This design comes from an exercise in tuning for small area and a short achievable clock period on the open sky130 flow, not from production work. The RTL was checked by simulation tests, not by an equivalence proof against the original design. No activity file was given, so power comes from the tool's default toggle rates.

==> flow/design.v (excerpt) <==
module DLX_top(
input logic clk, rst,
input logic enable_ex,
input logic [31:0] src1, src2, imm,
input logic [6:0] control_in,
input logic [31:0] mem_data_read_in,
output logic mem_data_wr_en,
output logic [31:0] mem_data_write_out,
output logic [31:0]aluout,
output logic carry
);
logic [31:0] p, g;
logic [8:0] n;
logic cin, hadd, fill, shr, shl, upd_a;
logic [1:0] cmode;
stage1 s1(clk, rst, enable_ex, src1, src2, imm, control_in, mem_data_read_in,
          mem_data_wr_en, mem_data_write_out,
          p, g, n, cin, hadd, fill, shr, shl, upd_a, cmode);
stage2 uut(clk, rst, p, g, n, cin, hadd, fill, shr, shl, upd_a, cmode, aluout, carry);
endmodule
clock: 4.5 ns
lec_check: 0
cap_margin: 20
core_margin: 2
core_utilization: 40
setup_slack_margin: 2.0
slew_margin: 20
standard.sh (not shown) runs the stock make flow with config.mk's settings and CLKGATE_MAP_FILE= SYNTH_SCRIPT=/design/flow/synth_recipe.tcl, a recipe that flattens the netlist after the stock synthesis.
==> flow/flow/run.sh <==
#!/bin/bash
# The standard layout, with plain buffers (not delay cells) on the ports.
set -euo pipefail
bash standard.sh "BUFFER_PORTS_ARGS=-buffer_cell sky130_fd_sc_hd__buf_1" finish > standard.log 2>&1
Next try:
--- a/flow/config.mk
+++ b/flow/config.mk
@@ -9,4 +9,4 @@
 export CORE_MARGIN = 2
 export CORE_UTILIZATION = 40
-export SETUP_SLACK_MARGIN = 2.0
+export SETUP_SLACK_MARGIN = 1.7
 export SLEW_MARGIN = 20
=> Power goes down by about 6%; critical path depth goes down by 1; worst hold slack got worse by 0.0049 ns; area after synthesis does not change; design area goes down by 5.4%; non-clock buffer count goes down by 19; global-route usage goes up by 0.11 points; routed wire length goes down by about 1.6%; via count goes down by 2.4%; register-to-register slack got worse by 0.14 ns.
Next try:
--- a/flow/config.mk
+++ b/flow/config.mk
@@ -6,7 +6,7 @@
 export NUM_CORES = 4
 export LEC_CHECK = 0
-export CAP_MARGIN = 20
+export CAP_MARGIN = 0
 export CORE_MARGIN = 2
 export CORE_UTILIZATION = 40
-export SETUP_SLACK_MARGIN = 1.7
-export SLEW_MARGIN = 20
+export SETUP_SLACK_MARGIN = 2.0
+export SLEW_MARGIN = 0
The changed run produced a clean layout.
Power increases by 6.4%.
Hold slack gains 0.0049 ns.
Flip-flop and latch count does not change.
Wire length came out higher by 1.6%.
Core utilization rose by 2.7 points.
First-iteration DRC count climbs by 9.4%.
Area after synthesis does not change.
Next try:
--- a/flow/config.mk
+++ b/flow/config.mk
@@ -6,7 +6,8 @@
 export NUM_CORES = 4
 export LEC_CHECK = 0
-export CAP_MARGIN = 0
+export CAP_MARGIN = 20
 export CORE_MARGIN = 2
 export CORE_UTILIZATION = 40
+export CTS_BUF_LIST = sky130_fd_sc_hd__clkbuf_4 sky130_fd_sc_hd__clkbuf_8
 export SETUP_SLACK_MARGIN = 2.0
-export SLEW_MARGIN = 0
+export SLEW_MARGIN = 20
What happened: The changed run ran to the end with no violations. Flip-flop and latch count stays the same. Power went down by 10%. Clock-buffer cell count stays the same. Combinational power decreases by about 0.4%. Register-to-register slack gains 0.09 ns.

* * *

Setup of build 93:
DLX_top, a different RTL version from the one above (not shown whole).
For scale: about 110 flip-flops, roughly 8700 um2 of cells after synthesis.
Settings: LEC_CHECK=0, CAP_MARGIN=20, CORE_MARGIN=2, CORE_UTILIZATION=40, CTS_BUF_LIST=sky130_fd_sc_hd__clkbuf_4 sky130_fd_sc_hd__clkbuf_8, SETUP_SLACK_MARGIN=2.0, SLEW_MARGIN=20, TNS_END_PERCENT=0; clock period 4.5 ns.
Scripts as last shown in full above: flow/flow/run.sh
The inputs of build 52 differ from those of build 93 as listed below.
- TNS_END_PERCENT removed (was 0)
- CORE_UTILIZATION changed from 40 to 50
## What came out
Min arrival time reported for the critical path endpoint across build 93 and build 52: build 52. Build 52 vs build 93 — wire length reported by the detailed router dropped 1200 um. Build 52 contains more vias than build 93. ~same synthesized area in build 93 and build 52. The lower area growth from synthesis to layout of build 93 and build 52 is in build 93.
diff inputs: build 52 => build 31
- PLACE_DENSITY: unset -> 0.8
- CORE_UTILIZATION: 50 -> 40
Findings:
- Compared with build 52, build 31 shows net switching power that has gone up by a few percent.
- Per the comparison of build 31 with build 52, post-cts repair resize count increased by 13 relative to the old numbers; clock network area share closely matched the old numbers; max-cap check violation count closely matched the old numbers; detailed-routing wirelength on met1 decreased by 1.9% relative to the old numbers.
- Going from build 52 to build 31, final area grows by about 0.4%.
- Build 52 reports its highest metal layer with signal wires as met5 while build 31 reports met4.
- Number of filler instances in the final layout in build 31 is 26% above build 52.
- Row number of buffers outside the clock class in the layout: build 31 lower / build 52 higher
diff inputs: build 31 => build 67
- SETUP_SLACK_MARGIN: 2.0 -> 1.8
- PLACE_DENSITY: 0.8 -> unset
Findings:
Build 67: half-perimeter wire length of the detailed placement result higher than build 31. Fraction of the cycle the final worst path needs (lower): build 31. The lower fmax came out of build 67. Build 67 vs build 31 — non-clock buffer count dropped about 4%. | total internal power | higher: build 31 |.

-- separate check: timing with driven ports --
In the flow no input, the clock included, has a driving cell. The finished layouts below were timed again as built, in two steps.
Step 1: set_driving_cell puts a clkbuf_16 on clk and a buf_2 on each other input, an assumption about the parent block.
Step 2 adds t to the input delays and takes it off the output delays; t is the mean of the earliest and latest rising clock arrival at the registers after step 1. Input paths then give back, and output paths get back, about the clock's delay inside the block.
a / b / c = no drivers / after step 1 / after step 2; a / b = the first two.
run	shift t [ns]	setup WS [ns]	cell pins on the clock port's net
the first run of note 1	0.465	1.980 / 1.980 / 1.557	1
the second run of note 1	0.463	1.816 / 1.825 / 1.377	1
the third run of note 1	0.465	1.980 / 1.980 / 1.557	1
the fourth run of note 1	0.481	1.956 / 1.981 / 1.499	1
build 93	0.494	1.828 / 1.845 / 1.351	1
build 52	0.481	1.984 / 1.997 / 1.517	1
build 31	0.490	2.004 / 2.013 / 1.531	1
build 67	0.495	1.801 / 1.801 / 1.373	1
After both steps setup and hold are still met in every run listed. The setup slack of build 93, which loses most, moves by +0.017 ns with the drivers and by -0.477 ns with both steps.
